Background: an optimization exercise with open tools, aiming at small area. Do not read the settings as production practice.
Only simulation tests tie the RTL to the original design; equivalence was not proved.
The clock cells of run 5 come from the design's own scripts or RTL, not from TritonCTS.
The clock input has no modelled driver; a real chip could not lean on it and would need a root buffer or a full tree.
Power figures rest on the tool's default switching activity, not on a simulated workload.

===== flow/flow/run.sh =====
#!/bin/bash
# The standard layout (the standard.sh, ORFS on sky130hd), with two changes:
# the port buffers are the smallest buffer, and clock tree synthesis adds no
# dummy loads. Each tool's output is in orfs/logs; make's output in standard.log.
set -euo pipefail
bash standard.sh \
	"BUFFER_PORTS_ARGS=-inputs -outputs -buffer_cell sky130_fd_sc_hd__buf_1" \
	"CTS_ARGS=-sink_clustering_enable -repair_clock_nets -buf_list sky130_fd_sc_hd__clkbuf_8 -dont_use_dummy_load" \
	finish > standard.log 2>&1

===== flow/standard.sh =====
#!/bin/bash
# synth_recipe.tcl (not shown) runs the flow's synth.tcl, then flattens the netlist and writes it again
# the make line also repeats each setting of config.mk as NAME=value (left out here)
make -C /OpenROAD-flow-scripts/flow DESIGN_CONFIG=/design/flow/config.mk WORK_HOME=/design/flow/orfs CLKGATE_MAP_FILE= SYNTH_SCRIPT=/design/flow/synth_recipe.tcl "${@:-finish}"

===== flow/design.v =====
module dcsg #(parameter CLK = 3579545)
	(clk, reset, wr, data, sound_out);
input clk, reset, wr;
input [7:0] data;
output [15:0] sound_out;
integer k;
reg [2:0] last;
reg fb;
reg [1:0] nf;
reg z;			 
reg [3:0] att_n[0:3];
reg [10:0] p0, p1, p2;
wire [2:0] regsel = data[7] ? data[6:4] : last;
wire latch = wr & data[7];
wire att_w = latch & data[4];
wire noise_w = latch & data[6:4] == 3'b110;
wire lo_w = latch & ~data[4] & ~&data[6:5];
wire hi_w = wr & ~data[7] & ~last[0] & ~&last[2:1];
wire [3:0] att_d = ~data[3:0] & {4{~reset}};
wire [6:0] pd = data[6:0] & {7{~reset}};
always @(posedge clk)
	if (reset) begin
		last <= 0;
		fb <= 0;
	end
	else if (latch) begin
		last <= data[6:4];
		if (noise_w) fb <= data[2];
	end
always @(posedge clk)
	for (k = 0; k < 4; k = k + 1)
		if (reset | att_w & data[6:5] == k) att_n[k] <= att_d;
wire [10:0] p0_d = { reset | hi_w & last[2:1] == 2'd0 ? pd : p0[10:4],
		     reset | lo_w & data[6:5] == 2'd0 ? pd[3:0] : p0[3:0] };
wire [10:0] p1_d = { reset | hi_w & last[2:1] == 2'd1 ? pd : p1[10:4],
		     reset | lo_w & data[6:5] == 2'd1 ? pd[3:0] : p1[3:0] };
wire [10:0] p2_d = { reset | hi_w & last[2:1] == 2'd2 ? pd : p2[10:4],
		     reset | lo_w & data[6:5] == 2'd2 ? pd[3:0] : p2[3:0] };
wire [1:0] nf_d = reset | noise_w ? pd[1:0] : nf;
wire z_d = reset | z & ~noise_w;
always @(posedge clk) begin
	p0 <= p0_d;
	p1 <= p1_d;
	p2 <= p2_d;
	nf <= nf_d;
	z <= z_d;
end
reg [1:0] divcnt, i;
wire step = ~|divcnt;
wire rd = divcnt == 2'd2;
always @(posedge clk)
	if (reset) begin
		divcnt <= 0;
		i <= 0;
	end
	else begin
		divcnt <= { divcnt[1] ^ ~divcnt[0], ~divcnt[0] };
		if (step) i <= { i[1] ^ i[0], ~i[0] };
	end
wire [10:0] p3_d = z_d ? 11'h000 : &nf_d ? { p2[9:0], 1'b0 } : 11'h20 << nf_d;
wire [10:0] pq_i = i[1] ? (i[0] ? p3_d : p2) : (i[0] ? p1 : p0);
wire byp_lo = lo_w & data[6:5] == i;
wire byp_hi = hi_w & last[2:1] == i;
wire [10:0] period_i = { byp_hi ? data[6:0] : pq_i[10:4], byp_lo ? data[3:0] : pq_i[3:0] };
reg [14:0] lfsr;
reg [2:0] r[0:15];
reg bw, fr, tg, ot;
wire [2:0] din = fr ? (divcnt == 2'd3 ? 3'b011 : 3'b111) : r[15];
wire bin = rd | bw;
wire bw1 = bin & ~din[0];
wire bw2 = bw1 & ~din[1];
wire [2:0] dsub = { din[2] ^ bw2, din[1] ^ bw1, din[0] ^ bin };
wire [2:0] dout = divcnt == 2'd3 ? { din[2], dsub[1:0] } : dsub;
wire rout = r[0][2];
wire rtrig = ~|{ r[0][1:0], r[1], r[2], r[3] };
wire load = rd & (rtrig | fr);
wire [11:0] nxt = { ~fr & (&i ? lfsr[14] : ~rout), period_i | {11{fr}} };
always @(posedge clk) begin
	bw <= bw2 & ~din[2];
	r[0] <= dout;
	r[1] <= load ? nxt[11:9] : r[0];
	r[2] <= load ? nxt[8:6] : r[1];
	r[3] <= load ? nxt[5:3] : r[2];
	r[4] <= load ? nxt[2:0] : r[3];
	for (k = 5; k < 16; k = k + 1) r[k] <= r[k - 1];
end
always @(posedge clk)
	if (reset) begin
		fr <= 1;
		tg <= 0;
		ot <= 0;
	end
	else begin
		if (divcnt == 2'd3 & ~|i) fr <= 0;
		if (rd) begin
			tg <= ~fr & rtrig;
			ot <= ~fr & rout;
		end
	end
function [12:0] tbl;
input [3:0] l;
	case (l)
		4'hf: tbl = 13'h1fff;
		4'he: tbl = 13'h196a;
		4'hd: tbl = 13'h1430;
		4'hc: tbl = 13'h1009;
		4'hb: tbl = 13'h0cbc;
		4'ha: tbl = 13'h0a1e;
		4'h9: tbl = 13'h0809;
		4'h8: tbl = 13'h0662;
		4'h7: tbl = 13'h0512;
		4'h6: tbl = 13'h0407;
		4'h5: tbl = 13'h0333;
		4'h4: tbl = 13'h028a;
		4'h3: tbl = 13'h0204;
		4'h2: tbl = 13'h019a;
		4'h1: tbl = 13'h0146;
		4'h0: tbl = 13'h0000;
	endcase
endfunction
reg [15:0] acc, sound_out;
wire [12:0] level = tbl(att_n[i]);
wire [15:0] acc_b = |i ? acc : 16'h0000;
wire sub = step & ~ot;
wire [15:0] acc_y = { 2'b00, step & ot, (step ? level : 13'h0000) ^ {13{sub}} };
wire [15:0] acc_d;
wire [15:0] ag = acc_b & acc_y;
wire [15:0] ap = acc_b ^ acc_y;
wire g_0_0 = ag[0] | ap[0] & sub;
wire g_1_0 = ag[1] | ap[1] & g_0_0;
wire g_3_2 = ag[3] | ap[3] & ag[2];
wire p_3_2 = ap[3] & ap[2];
wire g_5_4 = ag[5] | ap[5] & ag[4];
wire p_5_4 = ap[5] & ap[4];
wire g_7_6 = ag[7] | ap[7] & ag[6];
wire p_7_6 = ap[7] & ap[6];
wire g_9_8 = ag[9] | ap[9] & ag[8];
wire p_9_8 = ap[9] & ap[8];
wire g_11_10 = ag[11] | ap[11] & ag[10];
wire p_11_10 = ap[11] & ap[10];
wire g_13_12 = ag[13] | ap[13] & ag[12];
wire p_13_12 = ap[13] & ap[12];
wire g_15_14 = ag[15] | ap[15] & ag[14];
wire p_15_14 = ap[15] & ap[14];
wire g_3_0 = g_3_2 | p_3_2 & g_1_0;
wire g_7_4 = g_7_6 | p_7_6 & g_5_4;
wire p_7_4 = p_7_6 & p_5_4;
wire g_11_8 = g_11_10 | p_11_10 & g_9_8;
wire p_11_8 = p_11_10 & p_9_8;
wire g_15_12 = g_15_14 | p_15_14 & g_13_12;
wire p_15_12 = p_15_14 & p_13_12;
wire g_7_0 = g_7_4 | p_7_4 & g_3_0;
wire g_15_8 = g_15_12 | p_15_12 & g_11_8;
wire p_15_8 = p_15_12 & p_11_8;
wire g_15_0 = g_15_8 | p_15_8 & g_7_0;
wire g_11_0 = g_11_8 | p_11_8 & g_7_0;
wire g_5_0 = g_5_4 | p_5_4 & g_3_0;
wire g_9_0 = g_9_8 | p_9_8 & g_7_0;
wire g_13_0 = g_13_12 | p_13_12 & g_11_0;
wire g_2_0 = ag[2] | ap[2] & g_1_0;
wire g_4_0 = ag[4] | ap[4] & g_3_0;
wire g_6_0 = ag[6] | ap[6] & g_5_0;
wire g_8_0 = ag[8] | ap[8] & g_7_0;
wire g_10_0 = ag[10] | ap[10] & g_9_0;
wire g_12_0 = ag[12] | ap[12] & g_11_0;
wire g_14_0 = ag[14] | ap[14] & g_13_0;
assign acc_d[0] = ap[0] ^ sub;
assign acc_d[1] = ap[1] ^ g_0_0;
assign acc_d[2] = ap[2] ^ g_1_0;
assign acc_d[3] = ap[3] ^ g_2_0;
assign acc_d[4] = ap[4] ^ g_3_0;
assign acc_d[5] = ap[5] ^ g_4_0;
assign acc_d[6] = ap[6] ^ g_5_0;
assign acc_d[7] = ap[7] ^ g_6_0;
assign acc_d[8] = ap[8] ^ g_7_0;
assign acc_d[9] = ap[9] ^ g_8_0;
assign acc_d[10] = ap[10] ^ g_9_0;
assign acc_d[11] = ap[11] ^ g_10_0;
assign acc_d[12] = ap[12] ^ g_11_0;
assign acc_d[13] = ap[13] ^ g_12_0;
assign acc_d[14] = ap[14] ^ g_13_0;
assign acc_d[15] = ap[15] ^ g_14_0;
always @(posedge clk)
	acc <= acc_d;
always @(posedge clk)
	if (reset) begin
		sound_out <= 0;
		lfsr <= 15'b1;
	end
	else if (step) begin
		if (&i) sound_out <= { ~acc_d[15], acc_d[14:0] };
		if (wr & regsel == 3'b110) lfsr <= 15'b1;
		else if (tg & (&i))
			lfsr <= { lfsr[13:0], lfsr[14] ^ lfsr[13] & fb };
	end
endmodule

===== flow/config.mk =====
export PLATFORM = sky130hd
export DESIGN_NAME = dcsg
export DESIGN_NICKNAME = dcsg
export VERILOG_FILES = /design/flow/design.v
export SDC_FILE = /design/flow/constraint.sdc
export NUM_CORES = 4
export LEC_CHECK = 0
export CAP_MARGIN = 20
export CORE_MARGIN = 2
export CORE_UTILIZATION = 60
export CTS_BUF_LIST = sky130_fd_sc_hd__clkbuf_8
export GPL_TIMING_DRIVEN = 0
export SLEW_MARGIN = 20

===== flow/constraint.sdc =====
create_clock -name core_clock -period 5.0 [get_ports {clk}]
set_input_delay 1.0000 -clock core_clock [delete_from_list [all_inputs] [get_ports {clk}]]
set_output_delay 1.0000 -clock core_clock [all_outputs]
set_load 0.01 [all_outputs]

==> results of run 1 <==
-- through the flow --
step,std cells,hold slack (ns)
detailed placement,817,0.3121
CTS,838,0.3235
global route,843,0.3337
global placement,817,0.3105
finish,843,0.3258
floorplan,653,0.3096
-- placed cells by master (no fill, tap or decap), types with 7 or more instances in the layout --
master / synthesis / layout
clkbuf_8: 1 / 18
a31oi_1: 8 / 8
mux2i_1: 28 / 27
xnor2_1: 11 / 9
a211oi_1: 10 / 9
buf_4: 0 / 11
fa_1: 7 / 7
a21oi_1: 54 / 53
inv_1: 26 / 25
o22ai_1: 7 / 7
nor3_1: 9 / 9
o21ai_1: 4 / 8
buf_1: 6 / 29
clkbuf_1: 20 / 18
edfxtp_1: 49 / 49
o21a_1: 7 / 7
nand3_1: 31 / 30
o21ai_0: 22 / 18
dfxtp_1: 110 / 109
nand2_1: 62 / 62
nor2b_1: 21 / 21
nor2_1: 43 / 43
nand2b_1: 10 / 10
ha_1: 28 / 25
-- metal layers --
metal  up-vias  GRT usage  wire, um
met4         0    0.08833       289
met1      2406     0.3178      6491
met3        29    0.05543       795
met2       164     0.4462      7589
li1       2414          -         -
met5         -          0         0
-- area by class of cell --
| cell class | instances | area [um2] |
|---|---|---|
| Buffer | 31 | 153.9 |
| Clock buffer | 17 | 234.0 |
| Fill cell | 839 | 3460 |
| Inverter | 28 | 105.1 |
| Multi-Input combinational cell | 433 | 2960 |
| Sequential cell | 159 | 3675 |
| Tap cell | 140 | 175.2 |
| Timing Repair Buffer | 35 | 172.7 |
-- how the worst min path moves through the flow --
stage	start	end	slack, ns	depth (start not counted)
floorplan	r[9][0]	r[10][0]	0.31	0
global placement	r[13][0]	r[14][0]	0.31	0
detailed placement	r[14][1]	r[15][1]	0.31	0
CTS	r[7][1]	r[8][1]	0.32	0
global route	r[7][1]	r[8][1]	0.33	0
finish	r[7][1]	r[8][1]	0.33	0
-- worst max-delay path, cell delays in order, from the launching register on --
cell and delay [ns]:
dfxtp_2 0.36, buf_6 0.19, inv_1 0.09, ha_2 0.22, a222oi_1 0.31, buf_4 0.19
mux2i_4 0.09, buf_4 0.15, ha_1 0.22, or4_1 0.53, o211ai_1 0.13, mux2i_1 0.32
ha_1 0.32, o21a_1 0.14, o211a_1 0.25, a221oi_4 0.32, o21ai_1 0.10, ha_1 0.23
xnor2_2 0.17, nor2_1 0.06, a21oi_1 0.12, nor2_1 0.05
-- kinds of logic after synthesis --
logic type | after synthesis
buf+inv | 61
simple gates | 202
flops | 159
mux | 33
fa+ha+maj | 35
compound gates | 148
xor+xnor | 15
-- registers in the layout (all words and copies together), names as in the netlist, 2 cells and up --
name / count
r: 48
acc: 16
att_n: 16
sound_out: 16
lfsr: 15
p0: 11
p1: 11
p2: 11
last: 3
divcnt: 2
i: 2
nf: 2
-- repair_timing --
| action | CTS | global route |
|---|---|---|
| hold buffers | 0 | 0 |
| setup endpoints to repair | 26 | 14 |
| setup buffers | 5 | 6 |
| gates resized for setup | 14 | 14 |
| pin swaps | 4 | 7 |
-- power by group through the flow --
stage | logic [mW] | registers [mW] | clock network (mW)
2_1_floorplan | 0.599 | 1.53 | 0
3_3_place_gp | 0.762 | 1.54 | 0
3_5_place_dp | 0.785 | 1.55 | 0
4_1_cts | 0.822 | 1.52 | 0.696
5_1_grt | 0.953 | 1.53 | 0.743
6_report | 0.866 | 1.52 | 0.684
==> out/metrics.yaml, run 1 <==
yosys:
  synthAdderAreaFrac: 0.07205
  syn_avg_cell_area_um2: 10.43
  ys_seq_area_frac: 0.5396
  ys_top_cells_by_count: "dfxtp_1 (110), nand2_1 (62), a21oi_1 (54)"
  synth_warnings: 3
  synthXorXnorAreaFrac: 0.01930
  synth_mux_area_frac: 0.04981
  synth_top_area_share: 0.3235
  yosys.area.top_type: "dfxtp_1"
  synthesis.area_mm2: 0.006808
  ys_types: 67
  synth_simple_gate_area_frac: 0.1439
  syn_nets: 699
  synth_top_family_by_area: "simple AND/OR/NAND/NOR gates"
  yosysMostFrequentCell: "dfxtp_1"
  ys_ff_latch: 159
  synthTopCellsByArea: "dfxtp_1 (32%), edfxtp_1 (22%), ha_1 (5.1%), mux2i_1 (4.1%), a21oi_1 (4.0%)"
  synth_flop_cell: "dfxtp_1"
  synthCells: 653
  synth_edf_count: 49
  synthArstFlopShare: 0
  synth-compound-area-share: 0.1382
routing:
  postRouteAntennaNets: 0
  wl_per_cell_um: 17.99
  routed_wl_um: 15170
  dr.first_iter.drc_count: 508
  drtPass1Iterations: 7
  viasPerCell: 5.947
  num_vias: 5013
  drc: 0
clocking:
  cts_buffers: 17
  clock_latency_ns: 0.45
  cts_root_buf: "clkbuf_8"
  clk_path_buf_depth: 2
  cts_tree: "yes"
  cts_sinks: 159
  h-tree-depth: 4
  cts.clk_slew.worst_paths_ns: 0.08
placed_design:
  io_buffer_count: 24
  place_hpwl_um: 10830
  dpl_cell_area_mm2: 0.007078
  post-place-ws_ns: -1.025
  gp_congestion: 0.9670
pwr:
  power_mw: 3.070
  powerDensity_mw_per_mm2: 410.6
  p_leak_nw: 2.860
  p_switching_mw: 0.9308
  sw_frac_of_total: 0.3032
  sequentialPowerShare: 0.495
  p_clk_frac: 0.223
  pwr-share-comb: 0.282
  p_int_mw: 2.139
  ir_drop_uv: 375.0
sta:
  rsz0062_at_grt: "no"
  slew_headroom: 0.4715
  worst_slack_ns: 0.3097
  final.setup.tns_ns: 0
  max_freq_mhz: 213.2
  finalSetupViolCount: 0
  maxSlewViolCount: 0
  tightest_slew_ns: 0.7875
  layout_min_cycle_time_ns: 4.690
  post-route-period-util: 0.9381
  skew_ns: 0.02070
  hold_viol_final: 0
floorplan:
  die_h_um: 110.5
  die_x_um: 110.5
  start_util: 0.6225
  die_area_mm2: 0.01221
  num_rows: 38
  ios: 27
  core_mm2: 0.01094
layout:
  fin_util: 0.6836
  area_growth_pct: 9.814
  postLayoutCellArea_mm2: 0.007476
  nets: 751
  antenna_cells: 0
  drive_above_1_share: 0.09104
global_route:
  grt_pass1_vias: 4992
  grt_max_degree: 20
  grt_use_total: 0.2570
  grt_antenna_before_repair: 0
  grt-ovfl-total: 0
  grt_pass1_wl_um: 24920
worst_setup_path:
  cp.arrival_ns: 4.99
  r2r_slack_ns: 0.31
  critical_path.endpoint: "sound_out[15]"
  critPathRequiredTime_ns: 5.30
  worstSetupStartpoint: "i[0]"
  rr_endpoint: "sound_out[15]"
  crit_path_start_kind: "flop"
  r2r_cells: 21
  end_kind: "flop"
  critPathMaxFanout: 11
  critPathKind: "reg -> reg"
  reg2reg_from: "i[0]"
outcome:
  outcome: "complete, no violations"
hold_path:
  hp-class: "reg -> reg"
job:
  maxCapViolCount: 0
==> inputs of run 2 (changes only) <==
--- a/flow/config.mk
+++ b/flow/config.mk
@@ -9,5 +9,4 @@
 export CORE_MARGIN = 2
 export CORE_UTILIZATION = 60
 export CTS_BUF_LIST = sky130_fd_sc_hd__clkbuf_8
-export GPL_TIMING_DRIVEN = 0
 export SLEW_MARGIN = 20
==> run 2 against run 1 <==
  * Still clean on timing, DRC and antenna
  * Worst hold slack lost 0.014 ns
  * First-iteration DRC count shrank 31%
  * Clock power is essentially flat
  * Power shrank 1.5%
  * Combinational power shrank 5.2%
  * Final area shrank 2.3%
  * Largest cell class unchanged
==> out/metrics.yaml, run 2 <==
routing:
  drc: 0  # unchanged
  drtPass1Iterations: 5  # was 7
  num_vias: 4786  # was 5013
  viasPerCell: 5.865  # was 5.947
  dr.first_iter.drc_count: 352  # was 508
  wl_per_cell_um: 17.10  # was 17.99 um
  routed_wl_um: 13950  # was 15170 um
  postRouteAntennaNets: 0  # unchanged
yosys:
  yosysMostFrequentCell: "dfxtp_1"  # unchanged
  syn_avg_cell_area_um2: 10.43  # unchanged
  synth_warnings: 3  # unchanged
  ys_ff_latch: 159  # unchanged
  ys_seq_area_frac: 0.5396  # unchanged
  yosys.area.top_type: "dfxtp_1"  # unchanged
  syn_nets: 699  # unchanged
  synth_edf_count: 49  # unchanged
  synthTopCellsByArea: "dfxtp_1 (32%), edfxtp_1 (22%), ha_1 (5.1%), mux2i_1 (4.1%), a21oi_1 (4.0%)"  # unchanged
  ys_types: 67  # unchanged
  synthCells: 653  # unchanged
  synthArstFlopShare: 0  # unchanged
  synth_top_area_share: 0.3235  # unchanged
  synth_flop_cell: "dfxtp_1"  # unchanged
  synthesis.area_mm2: 0.006808  # unchanged
  ys_top_cells_by_count: "dfxtp_1 (110), nand2_1 (62), a21oi_1 (54)"  # unchanged
clocking:
  cts_root_buf: "clkbuf_8"  # unchanged
  cts_sinks: 159  # unchanged
  cts_buffers: 17  # unchanged
  clk_path_buf_depth: 2  # unchanged
  clock_latency_ns: 0.45  # about the same
  cts.clk_slew.worst_paths_ns: 0.08  # about the same
  h-tree-depth: 4  # unchanged
  cts_tree: "yes"  # unchanged
sta:
  skew_ns: 0.03769  # was 0.02070 ns
  tightest_slew_ns: 1.105  # was 0.7875 ns
  max_freq_mhz: 214.2  # was 213.2 MHz
  maxSlewViolCount: 0  # unchanged
  hold_viol_final: 0  # unchanged
  whs_ns: 0.3119  # was 0.3258 ns
  finalSetupViolCount: 0  # unchanged
  worst_slack_ns: 0.3306  # was 0.3097 ns
  post-route-period-util: 0.9339  # was 0.9381
  slew_headroom: 0.2586  # was 0.4715
  layout_min_cycle_time_ns: 4.669  # was 4.690 ns
pwr:
  powerDensity_mw_per_mm2: 413.9  # was 410.6 mW/mm2
  p_leak_nw: 2.794  # was 2.860 nW
  ir_drop_uv: 306.4  # was 375.0 uV
  sw_frac_of_total: 0.3014  # was 0.3032
  p_switching_mw: 0.9111  # was 0.9308 mW
  p_int_mw: 2.112  # was 2.139 mW
  sequentialPowerShare: 0.503  # was 0.495
  pwr-share-comb: 0.272  # was 0.282
  p_clk_frac: 0.225  # was 0.223
layout:
  final_common_cell: "dfxtp_1"  # unchanged
  nets: 724  # was 751
  seq_area_mm2: 0.003674  # was 0.003675 mm2
  area_growth_pct: 7.297  # was 9.814%
  nFillCells: 863  # was 839
  antenna_cells: 0  # unchanged
  top_register: "r"  # unchanged
  multi_input_area_mm2: 0.002920  # was 0.002960 mm2
  largest_reg_flops: 48  # unchanged
  drive_above_1_share: 0.07692  # was 0.09104
  mostFrequentLayoutCells: "dfxtp_1 (110), nand2_1 (62), a21oi_1 (54), edfxtp_1 (49), nor2_1 (43)"  # was dfxtp_1 (109), nand2_1 (62), a21oi_1 (53), edfxtp_1 (49), nor2_1 (43)
outcome:
  outcome: "complete, no violations"  # unchanged
worst_setup_path:
  crit_path_start_kind: "flop"  # unchanged
  cp.arrival_ns: 5.03  # was 4.99 ns
  critPathRequiredTime_ns: 5.36  # was 5.30 ns
  critPathMaxFanout: 6  # was 11
  end_kind: "flop"  # unchanged
  critPathKind: "reg -> reg"  # unchanged
placed_design:
  gp_congestion: 0.9425  # was 0.9670
  io_buffer_count: 26  # was 24
  place_hpwl_um: 9953  # was 10830 um
  post-place-ws_ns: 0.2309  # was -1.025 ns
floorplan:
  die_area_mm2: 0.01221  # unchanged
  core_mm2: 0.01094  # unchanged
  die_x_um: 110.5  # unchanged
  num_rows: 38  # unchanged
  start_util: 0.6225  # unchanged
  ios: 27  # unchanged
  die_h_um: 110.5  # unchanged
global_route:
  grt_max_degree: 58  # was 20
  grt_use_total: 0.2383  # was 0.2570
  grt_pass1_vias: 4612  # was 4992
  grt-ovfl-total: 0  # unchanged
  grt_pass1_wl_um: 22850  # was 24920 um
  grt_antenna_before_repair: 0  # unchanged
job:
  maxCapViolCount: 0  # unchanged
hold_path:
  hp-class: "reg -> reg"  # unchanged
[run 2: cell counts after synthesis]
No cell type changed its count.
[run 2: power groups by stage]
stage          Combinational, mW  Clock [mW]  Sequential (mW)
4_1_cts                    0.792       0.698             1.52
3_3_place_gp               0.772           0             1.55
6_report                   0.821       0.681             1.52
3_5_place_dp               0.789           0             1.55
5_1_grt                    0.908       0.752             1.54
2_1_floorplan              0.599           0             1.53
[run 2: worst max-delay path, cell delays in order, from the launching register on]
cell	delay, ns
dfxtp_1	0.40
inv_1	0.08
ha_1	0.24
a222oi_1	0.36
buf_4	0.18
a21oi_1	0.08
buf_4	0.18
ha_1	0.37
a211oi_1	0.06
mux2i_1	0.33
and3b_1	0.22
o21ai_1	0.09
fa_1	0.46
nand2b_1	0.20
a211o_1	0.31
nand2_1	0.07
a21oi_1	0.09
fa_1	0.49
xnor2_2	0.20
nand2_1	0.07
a21oi_1	0.13
[run 2: layout make-up]
cell class,instances,area share
repair buffers,39,0.02689
clock buffers,17,0.03203
well taps,140,0.02398
flip-flops and latches,159,0.5029
multi-input cells,433,0.3998
inverters,28,0.01439
[run 2: kinds of logic (layout without fill, tap and decap cells)]
kind of cell	after synthesis	after routing	synth area share
AND/OR/NAND/NOR	202	202	0.1439
flip-flops	159	159	0.5396
AO/OA/AOI/OAI	148	148	0.1382
buffers and inverters	61	84	0.03712
adder cells (fa/ha/maj)	35	35	0.07205
multiplexers	33	33	0.04981
XOR/XNOR	15	15	0.01930
[run 2: through the flow]
stage | power, mW | cell area [um2] | TNS, ns | util | std cells
after global routing | 3.197 | 7305 | -0.02365 | 0.6680 | 816
after global placement | 2.322 | 7009 | 0 | 0.6410 | 796
after CTS | 3.011 | 7248 | 0 | 0.6628 | 813
final | 3.023 | 7305 | 0 | 0.6680 | 816
after detailed placement | 2.338 | 7014 | 0 | 0.6414 | 796
after floorplan | 2.131 | 6808 | 0 | - | 653
[run 2: metal layers]
layer  vias to the layer above  wire length [um]  global-route usage
li1                       2347                 -                   -
met1                      2272              5981              0.2973
met2                       142              6878              0.3890
met3                        25               762             0.07464
met4                         0               331             0.09167
met5                         -                 0                   0
[run 2: worst paths after layout]
path | start | to | slack, ns | depth (start not counted)
setup / recovery | i[0] | sound_out[9] | 0.33 | 20
hold / removal | r[7][0] | r[8][0] | 0.31 | 0
setup reg to reg | i[0] | sound_out[9] | 0.33 | 20
hold reg to reg | r[7][0] | r[8][0] | 0.31 | 0
[run 2: repair_timing]
action                     CTS  global route
hold buffers                 0             0
setup buffers                0             3
gates resized for setup      0             7
setup endpoints to repair    0             7
==> inputs of run 3 (changes only) <==
--- a/flow/config.mk
+++ b/flow/config.mk
@@ -5,8 +5,8 @@
 export SDC_FILE = /design/flow/constraint.sdc
 export NUM_CORES = 4
 export LEC_CHECK = 0
-export CAP_MARGIN = 20
+export CAP_MARGIN = 0
 export CORE_MARGIN = 2
 export CORE_UTILIZATION = 60
 export CTS_BUF_LIST = sky130_fd_sc_hd__clkbuf_8
-export SLEW_MARGIN = 20
+export SLEW_MARGIN = 0
==> run 3 against run 2 <==
  * Power about the same
  * Clock skew fell by 0.0063 ns
  * Wire length hardly changed
  * Utilization hardly changed
  * Critical path depth is the same
  * Synthesized cell count did not move
  * Fmax fell by 1.6%
  * First-iteration DRC count down 9.7%
  * Clock power shrank 0.6%
  * Worst hold slack improved by 0.0078 ns
  * Critical path type unchanged
  * Largest cell class unchanged
==> out/metrics.yaml, run 3 <==
global_route:
  grt_pass1_wl_um: 22490  # was 22850 um
  grt_pass1_vias: 4619  # was 4612
  grt-ovfl-total: 0  # unchanged
  grt_use_total: 0.2325  # was 0.2383
  grt_max_degree: 58  # unchanged
  grt_antenna_before_repair: 0  # unchanged
worst_setup_path:
  end_kind: "flop"  # unchanged
  slowest_delay_ns: 0.49  # about the same
  cp_num_buf_inv: 3  # unchanged
  critPathMaxFanout: 6  # unchanged
  critPathSlowestCell: "fa_1"  # unchanged
  critPathRequiredTime_ns: 5.35  # was 5.36 ns
  crit_path_start_kind: "flop"  # unchanged
  path_cells: "inv_1 > ha_1 > a222oi_1 > buf_4 > a21oi_1 > buf_4 > ha_2 > a211oi_1 > mux2i_1 > and3b_1 > o21ai_1 > fa_1 > nand2b_1 > a211o_1 > nand2_1 > a21oi_1 > fa_1 > xnor2_2 > nand2_1 > a21oi_1"  # was inv_1 > ha_1 > a222oi_1 > buf_4 > a21oi_1 > buf_4 > ha_1 > a211oi_1 > mux2i_1 > and3b_1 > o21ai_1 > fa_1 > nand2b_1 > a211o_1 > nand2_1 > a21oi_1 > fa_1 > xnor2_2 > nand2_1 > a21oi_1
  cp.arrival_ns: 5.09  # was 5.03 ns
  critPathKind: "reg -> reg"  # unchanged
  critical_path.most_common_cell: "a21oi_1"  # unchanged
  critPathTopFamily: "adder cells"  # unchanged
placed_design:
  gp_congestion: 0.9425  # unchanged
  place_hpwl_um: 9926  # was 9953 um
  post-place-ws_ns: 0.2006  # was 0.2309 ns
  io_buffer_count: 26  # unchanged
pwr:
  p_leak_nw: 2.791  # was 2.794 nW
  ir_drop_uv: 306.0  # was 306.4 uV
  powerDensity_mw_per_mm2: 414.0  # was 413.9 mW/mm2
  power_mw: 3.023  # about the same
sta:
  finalSetupViolCount: 0  # unchanged
  skew_ns: 0.03138  # was 0.03769 ns
  maxSlewViolCount: 0  # unchanged
  final.setup.tns_ns: 0  # unchanged
  tightest_slew_ns: 1.181  # was 1.105 ns
  post-route-period-util: 0.9494  # was 0.9339
  hold_viol_final: 0  # unchanged
  layout_min_cycle_time_ns: 4.747  # was 4.669 ns
  max_freq_mhz: 210.7  # was 214.2 MHz
  slew_headroom: 0.2044  # was 0.2586
  worst_slack_ns: 0.2530  # was 0.3306 ns
floorplan:
  die_x_um: 110.5  # unchanged
  ios: 27  # unchanged
  core_mm2: 0.01094  # unchanged
  num_rows: 38  # unchanged
  die_area_mm2: 0.01221  # unchanged
  die_h_um: 110.5  # unchanged
  start_util: 0.6225  # unchanged
layout:
  top_register: "r"  # unchanged
  final_common_cell: "dfxtp_1"  # unchanged
  nets: 724  # unchanged
  antenna_cells: 0  # unchanged
  mostFrequentLayoutCells: "dfxtp_1 (110), nand2_1 (62), a21oi_1 (54), edfxtp_1 (49), nor2_1 (43)"  # unchanged
  seq_area_mm2: 0.003674  # unchanged
  fin_util: 0.6677  # was 0.6680
  nFillCells: 878  # was 863
  largest_reg_flops: 48  # unchanged
  multi_input_area_mm2: 0.002918  # was 0.002920 mm2
  area_growth_pct: 7.260  # was 7.297%
  drive_above_1_share: 0.07692  # unchanged
yosys:
  synth_top_area_share: 0.3235  # unchanged
  ys_seq_area_frac: 0.5396  # unchanged
  synthesis.area_mm2: 0.006808  # unchanged
  ys_types: 67  # unchanged
  syn_avg_cell_area_um2: 10.43  # unchanged
  synth_warnings: 3  # unchanged
  yosysMostFrequentCell: "dfxtp_1"  # unchanged
  syn_nets: 699  # unchanged
  synth_edf_count: 49  # unchanged
  yosys.area.top_type: "dfxtp_1"  # unchanged
  synthTopCellsByArea: "dfxtp_1 (32%), edfxtp_1 (22%), ha_1 (5.1%), mux2i_1 (4.1%), a21oi_1 (4.0%)"  # unchanged
  synthArstFlopShare: 0  # unchanged
  ys_ff_latch: 159  # unchanged
  ys_top_cells_by_count: "dfxtp_1 (110), nand2_1 (62), a21oi_1 (54)"  # unchanged
  synthCells: 653  # unchanged
  synth_flop_cell: "dfxtp_1"  # unchanged
routing:
  drtPass1Iterations: 5  # unchanged
  drc: 0  # unchanged
  num_vias: 4820  # was 4786
  postRouteAntennaNets: 0  # unchanged
  viasPerCell: 5.907  # was 5.865
  wl_per_cell_um: 17.09  # was 17.10 um
  routed_wl_um: 13950  # about the same
  dr.first_iter.drc_count: 318  # was 352
clocking:
  cts.clk_slew.worst_paths_ns: 0.08  # about the same
  clock_latency_ns: 0.44  # was 0.45 ns
  clk_path_buf_depth: 2  # unchanged
  cts_buffers: 17  # unchanged
  cts_root_buf: "clkbuf_8"  # unchanged
  cts_sinks: 159  # unchanged
  h-tree-depth: 4  # unchanged
  cts_tree: "yes"  # unchanged
job:
  maxCapViolCount: 0  # unchanged
outcome:
  outcome: "complete, no violations"  # unchanged
hold_path:
  hp-class: "reg -> reg"  # unchanged
==> run 3: kinds of logic (layout without fill, tap and decap cells) <==
family,count (synthesis),in the layout,share of synthesized area
adder cells (fa/ha/maj),35,35,0.07205
flip-flops,159,159,0.5396
XOR/XNOR,15,15,0.01930
multiplexers,33,33,0.04981
AO/OA/AOI/OAI,148,148,0.1382
AND/OR/NAND/NOR,202,202,0.1439
buffers and inverters,61,84,0.03712
==> run 3: what timing repair did <==
action,4_1_cts,5_1_grt
buffers inserted,0,3
endpoints found under the setup margin,0,9
hold buffers,0,0
resized for setup,0,8
==> run 3: path summary, 6_finish.rpt <==
path                              start            to  slack, ns  depth (start not counted)
worst max-delay path               i[0]  sound_out[9]       0.25                         20
worst max register to register     i[0]  sound_out[9]       0.25                         20
worst min register to register  r[7][2]       r[8][2]       0.32                          0
worst min-delay path            r[7][2]       r[8][2]       0.32                          0
==> run 3: final cells by class <==
class / count / area share
multi-input cells: 433 / 0.3996
well taps: 140 / 0.02399
inverters: 28 / 0.01439
flip-flops and latches: 159 / 0.5031
clock buffers: 17 / 0.03204
repair buffers: 39 / 0.02690
==> run 3: layer usage <==
metal | wire length [um] | part of all wire | track usage | vias up
met5 | 0 | 0 | 0 | -
met4 | 383 | 0.027 | 0.09667 | 0
met3 | 677 | 0.049 | 0.05214 | 30
met2 | 6973 | 0.50 | 0.3906 | 147
met1 | 5911 | 0.42 | 0.2908 | 2288
li1 | - | - | - | 2355
==> run 3: per-stage QoR <==
stage,hold WS [ns],instance area [um2],std cells
2_1_floorplan,0.3096,6808,653
3_3_place_gp,0.3097,7009,796
3_5_place_dp,0.3121,7009,796
4_1_cts,0.3193,7243,813
5_1_grt,0.3187,7302,816
6_report,0.3197,7302,816
==> run 3: power by group <==
part / total [mW] / switching (mW) / internal, mW
combinational: 0.825 / 0.484 / 0.341
sequential: 1.52 / 0.0468 / 1.47
clock: 0.677 / 0.377 / 0.300
total: 3.02 / 0.908 / 2.12
==> inputs of run 4 (changes only) <==
--- a/flow/flow/run.sh
+++ b/flow/flow/run.sh
@@ -5,5 +5,5 @@
 set -euo pipefail
 bash standard.sh \
 	"BUFFER_PORTS_ARGS=-inputs -outputs -buffer_cell sky130_fd_sc_hd__buf_1" \
-	"CTS_ARGS=-sink_clustering_enable -repair_clock_nets -buf_list sky130_fd_sc_hd__clkbuf_8 -dont_use_dummy_load" \
+	"CTS_ARGS=-sink_clustering_enable -repair_clock_nets -buf_list sky130_fd_sc_hd__clkbuf_8 -sink_clustering_size 30 -sink_clustering_max_diameter 80 -dont_use_dummy_load" \
 	finish > standard.log 2>&1
--- a/flow/config.mk
+++ b/flow/config.mk
@@ -5,8 +5,8 @@
 export SDC_FILE = /design/flow/constraint.sdc
 export NUM_CORES = 4
 export LEC_CHECK = 0
-export CAP_MARGIN = 0
+export CAP_MARGIN = 20
 export CORE_MARGIN = 2
 export CORE_UTILIZATION = 60
 export CTS_BUF_LIST = sky130_fd_sc_hd__clkbuf_8
-export SLEW_MARGIN = 0
+export SLEW_MARGIN = 20
==> run 4 against run 3 <==
  * Still clean
  * Clock-buffer cell count unchanged
  * Synthesized area unchanged
  * Non-clock buffer count unchanged
==> out/metrics.yaml, run 4 <==
outcome:
  outcome: "complete, no violations"  # unchanged
layout:
  postLayoutCellArea_mm2: 0.007305  # was 0.007302 mm2
  area_growth_pct: 7.297  # was 7.260%
  multi_input_area_mm2: 0.002920  # was 0.002918 mm2
  largest_reg_flops: 48  # unchanged
  drive_above_1_share: 0.07692  # unchanged
  nets: 724  # unchanged
  top_register: "r"  # unchanged
  nFillCells: 863  # was 878
  seq_area_mm2: 0.003674  # unchanged
  antenna_cells: 0  # unchanged
  final_common_cell: "dfxtp_1"  # unchanged
  mostFrequentLayoutCells: "dfxtp_1 (110), nand2_1 (62), a21oi_1 (54), edfxtp_1 (49), nor2_1 (43)"  # unchanged
pwr:
  sequentialPowerShare: 0.503  # about the same
  power_mw: 3.023  # about the same
  ir_drop_uv: 306.4  # was 306.0 uV
  powerDensity_mw_per_mm2: 413.9  # was 414.0 mW/mm2
  p_clk_frac: 0.225  # was 0.224
  p_int_mw: 2.112  # was 2.115 mW
  sw_frac_of_total: 0.3014  # was 0.3002
  p_leak_nw: 2.794  # was 2.791 nW
  pwr-share-comb: 0.272  # was 0.273
  p_switching_mw: 0.9111  # was 0.9076 mW
routing:
  num_vias: 4786  # was 4820
  postRouteAntennaNets: 0  # unchanged
  drc: 0  # unchanged
  viasPerCell: 5.865  # was 5.907
  drtPass1Iterations: 5  # unchanged
  routed_wl_um: 13950  # about the same
  wl_per_cell_um: 17.10  # was 17.09 um
  dr.first_iter.drc_count: 352  # was 318
floorplan:
  num_rows: 38  # unchanged
  die_x_um: 110.5  # unchanged
  ios: 27  # unchanged
  start_util: 0.6225  # unchanged
  die_h_um: 110.5  # unchanged
  core_mm2: 0.01094  # unchanged
  die_area_mm2: 0.01221  # unchanged
sta:
  finalSetupViolCount: 0  # unchanged
  layout_min_cycle_time_ns: 4.669  # was 4.747 ns
  maxSlewViolCount: 0  # unchanged
  post-route-period-util: 0.9339  # was 0.9494
  final.setup.tns_ns: 0  # unchanged
  skew_ns: 0.03769  # was 0.03138 ns
  whs_ns: 0.3119  # was 0.3197 ns
  worst_slack_ns: 0.3306  # was 0.2530 ns
  tightest_slew_ns: 1.105  # was 1.181 ns
  slew_headroom: 0.2586  # was 0.2044
  max_freq_mhz: 214.2  # was 210.7 MHz
  hold_viol_final: 0  # unchanged
worst_setup_path:
  critPathRequiredTime_ns: 5.36  # was 5.35 ns
  critPathMaxFanout: 6  # unchanged
  end_kind: "flop"  # unchanged
  path_cells: "inv_1 > ha_1 > a222oi_1 > buf_4 > a21oi_1 > buf_4 > ha_1 > a211oi_1 > mux2i_1 > and3b_1 > o21ai_1 > fa_1 > nand2b_1 > a211o_1 > nand2_1 > a21oi_1 > fa_1 > xnor2_2 > nand2_1 > a21oi_1"  # was inv_1 > ha_1 > a222oi_1 > buf_4 > a21oi_1 > buf_4 > ha_2 > a211oi_1 > mux2i_1 > and3b_1 > o21ai_1 > fa_1 > nand2b_1 > a211o_1 > nand2_1 > a21oi_1 > fa_1 > xnor2_2 > nand2_1 > a21oi_1
  critPathKind: "reg -> reg"  # unchanged
  cp_num_buf_inv: 3  # unchanged
  critPathSlowestCell: "fa_1"  # unchanged
  slowest_delay_ns: 0.49  # about the same
  crit_path_start_kind: "flop"  # unchanged
  reg2reg_from: "i[0]"  # unchanged
  worstSetupStartpoint: "i[0]"  # unchanged
  critical_path.most_common_cell: "a21oi_1"  # unchanged
  cp.arrival_ns: 5.03  # was 5.09 ns
  critPathTopFamily: "adder cells"  # unchanged
yosys:
  synth_top_area_share: 0.3235  # unchanged
  synthTopCellsByArea: "dfxtp_1 (32%), edfxtp_1 (22%), ha_1 (5.1%), mux2i_1 (4.1%), a21oi_1 (4.0%)"  # unchanged
  yosys.area.top_type: "dfxtp_1"  # unchanged
  yosysMostFrequentCell: "dfxtp_1"  # unchanged
  synth_flop_cell: "dfxtp_1"  # unchanged
  ys_seq_area_frac: 0.5396  # unchanged
  synthCells: 653  # unchanged
  syn_nets: 699  # unchanged
  syn_avg_cell_area_um2: 10.43  # unchanged
  ys_top_cells_by_count: "dfxtp_1 (110), nand2_1 (62), a21oi_1 (54)"  # unchanged
  synth_warnings: 3  # unchanged
  synth_edf_count: 49  # unchanged
  ys_types: 67  # unchanged
  ys_ff_latch: 159  # unchanged
  synthesis.area_mm2: 0.006808  # unchanged
  synthArstFlopShare: 0  # unchanged
clocking:
  h-tree-depth: 4  # unchanged
  clock_latency_ns: 0.45  # was 0.44 ns
  cts_sinks: 159  # unchanged
  cts_root_buf: "clkbuf_8"  # unchanged
  hold_buffers: 0  # unchanged
  cts_buffers: 17  # unchanged
  cts_tree: "yes"  # unchanged
  cts.clk_slew.worst_paths_ns: 0.08  # about the same
  clk_path_buf_depth: 2  # unchanged
placed_design:
  place_hpwl_um: 9953  # was 9926 um
  post-place-ws_ns: 0.2309  # was 0.2006 ns
  gp_congestion: 0.9425  # unchanged
  dpl_cell_area_mm2: 0.007014  # was 0.007009 mm2
  io_buffer_count: 26  # unchanged
global_route:
  grt_pass1_wl_um: 22850  # was 22490 um
  grt_max_degree: 58  # unchanged
  grt_antenna_before_repair: 0  # unchanged
  grt_use_total: 0.2383  # was 0.2325
  grt-ovfl-total: 0  # unchanged
  grt_pass1_vias: 4612  # was 4619
job:
  maxCapViolCount: 0  # unchanged
hold_path:
  hp-class: "reg -> reg"  # unchanged
  hold_start: "r[7][0]"  # was r[7][2]
-- run 4: final timing paths --
kind / endpoint / slack [ns] / cells after the start
max: sound_out[9] / 0.33 / 20
min: r[8][0] / 0.31 / 0
min reg2reg: r[8][0] / 0.31 / 0
max reg2reg: sound_out[9] / 0.33 / 20
-- run 4: cell families (layout without fill, tap and decap cells) --
group,count (synthesis),after routing,share of synthesized area
simple gates,202,202,0.1439
flops,159,159,0.5396
compound gates,148,148,0.1382
buf+inv,61,84,0.03712
fa+ha+maj,35,35,0.07205
mux,33,33,0.04981
xor+xnor,15,15,0.01930
-- run 4: worst register-to-register path, stage by stage, from the launching register on --
cell and delay, ns:
dfxtp_1 0.40, inv_1 0.08, ha_1 0.24, a222oi_1 0.36
buf_4 0.18, a21oi_1 0.08, buf_4 0.18, ha_1 0.37
a211oi_1 0.06, mux2i_1 0.33, and3b_1 0.22, o21ai_1 0.09
fa_1 0.46, nand2b_1 0.20, a211o_1 0.31, nand2_1 0.07
a21oi_1 0.09, fa_1 0.49, xnor2_2 0.20, nand2_1 0.07
a21oi_1 0.13
-- run 4: power by group through the flow --
stage | sequential [mW] | combinational [mW] | clock (mW)
after floorplan | 1.53 | 0.599 | 0
after global placement | 1.55 | 0.772 | 0
final | 1.52 | 0.821 | 0.681
after global routing | 1.54 | 0.908 | 0.752
after CTS | 1.52 | 0.792 | 0.698
after detailed placement | 1.55 | 0.789 | 0
-- run 4: stage by stage --
stage,std cells,utilization
after global routing,816,0.6680
after detailed placement,796,0.6414
after CTS,813,0.6628
final,816,0.6680
after floorplan,653,-
after global placement,796,0.6410
-- run 4: final cells by class --
cell class	instances	area share
repair buffers	39	0.02689
well taps	140	0.02398
flip-flops and latches	159	0.5029
multi-input cells	433	0.3998
inverters	28	0.01439
clock buffers	17	0.03203
-- run 4: routing by layer --
metal,part of all wire,routed length [um],track usage,up-vias
met5,0,0,0,-
met4,0.024,331,0.09167,0
met2,0.49,6878,0.3890,142
met1,0.43,5981,0.2973,2272
met3,0.055,762,0.07464,25
li1,-,-,-,2347
-- run 4: repair_timing --
action | 4_1_cts | 5_1_grt
buffers inserted | 0 | 3
endpoints found under the setup margin | 0 | 7
gates resized for setup | 0 | 7
==> inputs of run 5 (changes only) <==
==> flow/flow/run.sh (replaced) <==
#!/bin/bash
# The standard layout (the standard.sh, ORFS on sky130hd), with two changes:
# the port buffers are the smallest buffer, and the clock tree is built by
# cts.tcl (one small root buffer and six leaf buffers) in place of ORFS's CTS.
# Logs: standard_place.log and standard.log (make), cts.log (clock tree),
# and ORFS's own logs in orfs/logs.
set -euo pipefail
ARGS=("BUFFER_PORTS_ARGS=-inputs -outputs -buffer_cell sky130_fd_sc_hd__buf_1")
bash standard.sh "${ARGS[@]}" place > standard_place.log 2>&1
RESULTS=$PWD/orfs/results/sky130hd/dcsg/base NBUF=6 \
	CBUF=sky130_fd_sc_hd__clkbuf_16 RBUF=sky130_fd_sc_hd__clkbuf_4 CLKNET=clk \
	openroad -no_init -exit flow/cts.tcl > cts.log 2>&1
bash standard.sh "${ARGS[@]}" finish > standard.log 2>&1
==> flow/flow/clock_tree.tcl (new file) <==
# Clock tree by hand: the clock port drives one RBUF buffer, which drives NBUF
# buffers of type CBUF, each driving the flip-flops nearest to it.
set nbuf $::env(NBUF)
set cbuf $::env(CBUF)
set block [ord::get_db_block]
set clknet [$block findNet $::env(CLKNET)]
set master [[ord::get_db] findMaster $cbuf]
# the clock sinks and their locations
set sinks {}
foreach it [$clknet getITerms] {
  set inst [$it getInst]
  set bb [$inst getBBox]
  lappend sinks [list $it [expr {([$bb xMin] + [$bb xMax]) / 2}] [expr {([$bb yMin] + [$bb yMax]) / 2}]]
}
puts "clock sinks: [llength $sinks]"
# k-means on the sink locations, seeded along the diagonal
set cx {}; set cy {}
set xs [lsort -integer [lmap s $sinks {lindex $s 1}]]
set ys [lsort -integer [lmap s $sinks {lindex $s 2}]]
set n [llength $sinks]
for {set k 0} {$k < $nbuf} {incr k} {
  set q [expr {int(($k + 0.5) * $n / $nbuf)}]
  lappend cx [lindex $xs $q]
  lappend cy [lindex $ys [expr {$n - 1 - $q}]]
}
# balanced assignment: each cluster takes at most ceil(n / nbuf) sinks
set cap [expr {($n + $nbuf - 1) / $nbuf}]
for {set iter 0} {$iter < 30} {incr iter} {
  set pairs {}
  set si 0
  foreach s $sinks {
    for {set k 0} {$k < $nbuf} {incr k} {
      set d [expr {abs([lindex $s 1] - [lindex $cx $k]) + abs([lindex $s 2] - [lindex $cy $k])}]
      lappend pairs [list $d $si $k]
    }
    incr si
  }
  set pairs [lsort -integer -index 0 $pairs]
  set asg [lrepeat $n -1]
  set cnt [lrepeat $nbuf 0]
  foreach p $pairs {
    lassign $p d si k
    if {[lindex $asg $si] >= 0 || [lindex $cnt $k] >= $cap} continue
    lset asg $si $k
    lset cnt $k [expr {[lindex $cnt $k] + 1}]
  }
  set sx [lrepeat $nbuf 0]; set sy [lrepeat $nbuf 0]
  for {set si 0} {$si < $n} {incr si} {
    set k [lindex $asg $si]
    lset sx $k [expr {[lindex $sx $k] + [lindex $sinks $si 1]}]
    lset sy $k [expr {[lindex $sy $k] + [lindex $sinks $si 2]}]
  }
  for {set k 0} {$k < $nbuf} {incr k} {
    if {[lindex $cnt $k] > 0} {
      lset cx $k [expr {[lindex $sx $k] / [lindex $cnt $k]}]
      lset cy $k [expr {[lindex $sy $k] / [lindex $cnt $k]}]
    }
  }
}
puts "cluster sizes: $cnt"
# the root buffer, at the middle of the leaf buffers, between the port and the leaves
set rmaster [[ord::get_db] findMaster $::env(RBUF)]
set root [odb::dbInst_create $block $rmaster clkbuf_hand_root]
set rnet [odb::dbNet_create $block clknet_hand_root]
$rnet setSigType CLOCK
[$root findITerm A] connect $clknet
[$root findITerm X] connect $rnet
set mx 0; set my 0
for {set k 0} {$k < $nbuf} {incr k} { set mx [expr {$mx + [lindex $cx $k]}]; set my [expr {$my + [lindex $cy $k]}] }
$root setLocation [expr {$mx / $nbuf}] [expr {$my / $nbuf}]
$root setPlacementStatus PLACED
# make the leaf buffers and move the sinks onto them
for {set k 0} {$k < $nbuf} {incr k} {
  set inst [odb::dbInst_create $block $master clkbuf_hand_$k]
  set net [odb::dbNet_create $block clknet_hand_$k]
  $net setSigType CLOCK
  [$inst findITerm A] connect $rnet
  [$inst findITerm X] connect $net
  $inst setLocation [lindex $cx $k] [lindex $cy $k]
  $inst setPlacementStatus PLACED
  lappend nets $net
}
for {set si 0} {$si < $n} {incr si} {
  set it [lindex $sinks $si 0]
  set k [lindex $asg $si]
  $it disconnect
  $it connect [lindex $nets $k]
}
==> flow/flow/cts.tcl (new file) <==
# Replaces ORFS's clock tree synthesis step: reads the placed design, builds
# the clock tree by hand (clock_tree.tcl), legalizes, and writes the files
# the rest of the standard flow reads.
set plat $::env(FLOW_HOME)/platforms/sky130hd
set res $::env(RESULTS)
read_lef $plat/lef/sky130_fd_sc_hd.tlef
read_lef $plat/lef/sky130_fd_sc_hd_merged.lef
read_liberty $plat/lib/sky130_fd_sc_hd__tt_025C_1v80.lib
read_db $res/3_place.odb
read_sdc $res/3_place.sdc
source $plat/setRC.tcl
source [file dirname [info script]]/clock_tree.tcl
detailed_placement
check_placement -verbose
set_propagated_clock [all_clocks]
estimate_parasitics -placement
report_clock_skew
report_worst_slack -max
report_worst_slack -min
unset_propagated_clock [all_clocks]
write_db $res/4_1_cts.odb
write_sdc -no_timestamp $res/4_cts.sdc
==> run 5 against run 4 <==
  * Flip-flop and latch count is the same
  * Register-to-register slack gained 0.03 ns
  * Fmax is 0.59% higher
  * First-iteration DRC count up 2.8%
  * Clock skew shrank 0.027 ns
  * Combinational power shrank 1%
  * Synthesized area unchanged
  * Still clean on timing, DRC and antenna
  * Die area unchanged
  * Setup slack improved by 0.027 ns
  * Critical endpoint unchanged
==> out/metrics.yaml, run 5 <==
outcome:
  outcome: "complete, no violations"  # unchanged
yosys:
  synthXorXnorAreaFrac: 0.01930  # unchanged
  synth_top_family_by_area: "simple AND/OR/NAND/NOR gates"  # unchanged
  ys_ff_latch: 159  # unchanged
  syn_avg_cell_area_um2: 10.43  # unchanged
  synth_top_area_share: 0.3235  # unchanged
  synthCells: 653  # unchanged
  yosysMostFrequentCell: "dfxtp_1"  # unchanged
  ys_types: 67  # unchanged
  yosys.area.top_type: "dfxtp_1"  # unchanged
  ys_top_cells_by_count: "dfxtp_1 (110), nand2_1 (62), a21oi_1 (54)"  # unchanged
  synthesis.area_mm2: 0.006808  # unchanged
  synth_warnings: 3  # unchanged
  synth_flop_cell: "dfxtp_1"  # unchanged
  synthArstFlopShare: 0  # unchanged
  synthAdderAreaFrac: 0.07205  # unchanged
  synthTopCellsByArea: "dfxtp_1 (32%), edfxtp_1 (22%), ha_1 (5.1%), mux2i_1 (4.1%), a21oi_1 (4.0%)"  # unchanged
  synth_edf_count: 49  # unchanged
  synth-compound-area-share: 0.1382  # unchanged
  ys_seq_area_frac: 0.5396  # unchanged
  syn_nets: 699  # unchanged
  synth_simple_gate_area_frac: 0.1439  # unchanged
  synth_mux_area_frac: 0.04981  # unchanged
worst_setup_path:
  rr_endpoint: "sound_out[9]"  # unchanged
  r2r_slack_ns: 0.36  # was 0.33 ns
  cp_num_buf_inv: 3  # unchanged
  critPathSlowestCell: "fa_1"  # unchanged
  critPathRequiredTime_ns: 5.44  # was 5.36 ns
  critical_path.most_common_cell: "a21oi_1"  # unchanged
  critPathMaxFanout: 6  # unchanged
  crit_path_start_kind: "flop"  # unchanged
  path_cells: "inv_1 > ha_1 > a222oi_1 > buf_4 > a21oi_1 > buf_4 > ha_1 > a211oi_1 > mux2i_1 > and3b_1 > o21ai_1 > fa_1 > nand2b_1 > a211o_1 > nand2_1 > a21oi_1 > fa_1 > xnor2_1 > nand2_1 > a21oi_1"  # was inv_1 > ha_1 > a222oi_1 > buf_4 > a21oi_1 > buf_4 > ha_1 > a211oi_1 > mux2i_1 > and3b_1 > o21ai_1 > fa_1 > nand2b_1 > a211o_1 > nand2_1 > a21oi_1 > fa_1 > xnor2_2 > nand2_1 > a21oi_1
  end_kind: "flop"  # unchanged
  reg2reg_from: "i[1]"  # was i[0]
  r2r_cells: 20  # unchanged
  cp.arrival_ns: 5.08  # was 5.03 ns
  slowest_delay_ns: 0.46  # was 0.49 ns
  critPathTopFamily: "adder cells"  # unchanged
  critPathKind: "reg -> reg"  # unchanged
layout:
  mostFrequentLayoutCells: "dfxtp_1 (109), nand2_1 (62), a21oi_1 (54), edfxtp_1 (49), nor2_1 (43)"  # was dfxtp_1 (110), nand2_1 (62), a21oi_1 (54), edfxtp_1 (49), nor2_1 (43)
  nets: 714  # was 724
  nFillCells: 871  # was 863
  final_common_cell: "dfxtp_1"  # unchanged
  drive_above_1_share: 0.06156  # was 0.07692
  area_growth_pct: 6.010  # was 7.297%
  largest_reg_flops: 48  # unchanged
  top_register: "r"  # unchanged
  antenna_cells: 0  # unchanged
  seq_area_mm2: 0.003675  # was 0.003674 mm2
  multi_input_area_mm2: 0.002908  # was 0.002920 mm2
  postLayoutCellArea_mm2: 0.007217  # was 0.007305 mm2
floorplan:
  die_area_mm2: 0.01221  # unchanged
  ios: 27  # unchanged
  num_rows: 38  # unchanged
  die_h_um: 110.5  # unchanged
  die_x_um: 110.5  # unchanged
  core_mm2: 0.01094  # unchanged
  start_util: 0.6225  # unchanged
clocking:
  cts.clk_slew.worst_paths_ns: 0.10  # was 0.08 ns
  clock_latency_ns: 0.51  # was 0.45 ns
job:
  maxCapViolCount: 0  # unchanged
placed_design:
  io_buffer_count: 26  # unchanged
  place_hpwl_um: 9953  # unchanged
  post-place-ws_ns: 0.2309  # unchanged
  dpl_cell_area_mm2: 0.007014  # unchanged
  gp_congestion: 0.9425  # unchanged
sta:
  maxSlewViolCount: 0  # unchanged
  hold_viol_final: 0  # unchanged
  tightest_slew_ns: 1.089  # was 1.105 ns
  post-route-period-util: 0.9284  # was 0.9339
  finalSetupViolCount: 0  # unchanged
  max_freq_mhz: 215.4  # was 214.2 MHz
  layout_min_cycle_time_ns: 4.642  # was 4.669 ns
  slew_headroom: 0.2690  # was 0.2586
  skew_ns: 0.01021  # was 0.03769 ns
  worst_slack_ns: 0.3581  # was 0.3306 ns
pwr:
  p_clk_frac: 0.198  # was 0.225
  pwr-share-comb: 0.279  # was 0.272
  p_switching_mw: 0.8772  # was 0.9111 mW
  ir_drop_uv: 428.1  # was 306.4 uV
  sequentialPowerShare: 0.523  # was 0.503
  p_int_mw: 2.029  # was 2.112 mW
  sw_frac_of_total: 0.3019  # was 0.3014
  p_leak_nw: 2.737  # was 2.794 nW
  powerDensity_mw_per_mm2: 402.6  # was 413.9 mW/mm2
routing:
  postRouteAntennaNets: 0  # unchanged
  num_vias: 4725  # was 4786
  drc: 0  # unchanged
  wl_per_cell_um: 17.07  # was 17.10 um
  viasPerCell: 5.862  # was 5.865
  routed_wl_um: 13760  # was 13950 um
  drtPass1Iterations: 5  # unchanged
  dr.first_iter.drc_count: 362  # was 352
global_route:
  grt_max_degree: 58  # unchanged
  grt_antenna_before_repair: 0  # unchanged
  grt_pass1_wl_um: 22770  # was 22850 um
  grt_pass1_vias: 4572  # was 4612
  grt-ovfl-total: 0  # unchanged
  grt_use_total: 0.2224  # was 0.2383
hold_path:
  hold_start: "r[12][1]"  # was r[7][0]
  whs_path_depth: 0  # unchanged
  min_to: "r[13][1]"  # was r[8][0]
  hp-class: "reg -> reg"  # unchanged
==> run 5: cell counts after synthesis <==
Identical to the previous run, type by type.
==> run 5: kinds of logic (layout without fill, tap and decap cells) <==
logic type                 count (synthesis)  count (layout)
xor gates and xnor gates                  15              15
adders and majority gates                 35              35
and+or+nand+nor                          202             202
AOI/OAI and AO/OA                        148             148
DFF                                      159             159
muxes                                     33              33
buffers and inverters                     61              74
==> run 5: final cells by class <==
class,instances,area share
well taps,140,0.02427
inverters,28,0.01456
flip-flops and latches,159,0.5092
plain buffers,7,0.02184
repair buffers,39,0.02722
multi-input cells,433,0.4029
==> run 5: stage by stage <==
step | cells | total power, mW | TNS [ns] | hold slack (ns) | utilization
detailed placement | 796 | 2.338 | 0 | 0.3121 | 0.6414
floorplan | 653 | 2.131 | 0 | 0.3096 | -
finish | 806 | 2.906 | 0 | 0.3295 | 0.6600
global route | 806 | 3.072 | -0.02902 | 0.3395 | 0.6600
global placement | 796 | 2.322 | 0 | 0.3097 | 0.6410
==> run 5: worst max-delay path by stage <==
stage | from | to | slack, ns | cells past startpoint
final | i[1] | sound_out[9] | 0.36 | 20
after global routing | i[1] | sound_out[15] | -0.02 | 22
after global placement | i[0] | sound_out[15] | 0.42 | 21
after detailed placement | i[0] | sound_out[15] | 0.23 | 21
after floorplan | i[1] | sound_out[15] | 0.15 | 21
==> run 5: layer usage <==
layer  track usage  vias to the layer above  wire length, um
met5             0                        -                0
met4       0.04333                        0              226
met3       0.02360                       20              679
met2        0.3984                      124             6892
met1        0.2948                     2249             5958
li1              -                     2332                -
==> run 5: worst register-to-register path, cell delays in order, from the launching register on <==
cell and delay [ns]:
dfxtp_1 0.39, inv_1 0.08, ha_1 0.24, a222oi_1 0.32
buf_4 0.18, a21oi_1 0.08, buf_4 0.18, ha_1 0.37
a211oi_1 0.06, mux2i_1 0.32, and3b_1 0.22, o21ai_1 0.09
fa_1 0.45, nand2b_1 0.20, a211o_1 0.30, nand2_1 0.07
a21oi_1 0.09, fa_1 0.46, xnor2_1 0.27, nand2_1 0.08
a21oi_1 0.13
==> run 5: power by group through the flow <==
stage / Clock (mW) / Sequential [mW] / Combinational [mW]
2_1_floorplan: 0 / 1.53 / 0.599
3_3_place_gp: 0 / 1.55 / 0.772
3_5_place_dp: 0 / 1.55 / 0.789
5_1_grt: 0.636 / 1.54 / 0.899
6_report: 0.574 / 1.52 / 0.812

[what the ideal ports hide]
Ports are ideal in the flow. The routed layouts listed here were re-timed in OpenROAD.
Step 1 (the two cells are an assumption about what drives the block):
set clk [get_ports {clk}]
set_driving_cell -lib_cell sky130_fd_sc_hd__clkbuf_16 $clk
set_driving_cell -lib_cell sky130_fd_sc_hd__buf_2 [delete_from_list [all_inputs] $clk]
Step 2 adds t to the input delays and takes it off the output delays; t is the mean of the earliest and latest rising clock arrival at the registers after step 1. Input paths then give back, and output paths get back, about the clock's delay inside the block.
Three values: ideal, step 1, step 2; two values: the first two.
run | t (ns) | setup WS [ns] | worst slew at a driven data input, ns
run 1 | 0.468 | 0.310 / 0.310 / 0.310 | 0.06
run 2 | 0.462 | 0.331 / 0.331 / 0.331 | 0.05
run 3 | 0.456 | 0.253 / 0.253 / 0.253 | 0.06
run 4 | 0.462 | 0.331 / 0.331 / 0.331 | 0.05
run 5 | 0.534 | 0.358 / 0.358 / 0.358 | 0.05
After both steps setup and hold are still met in every run listed.
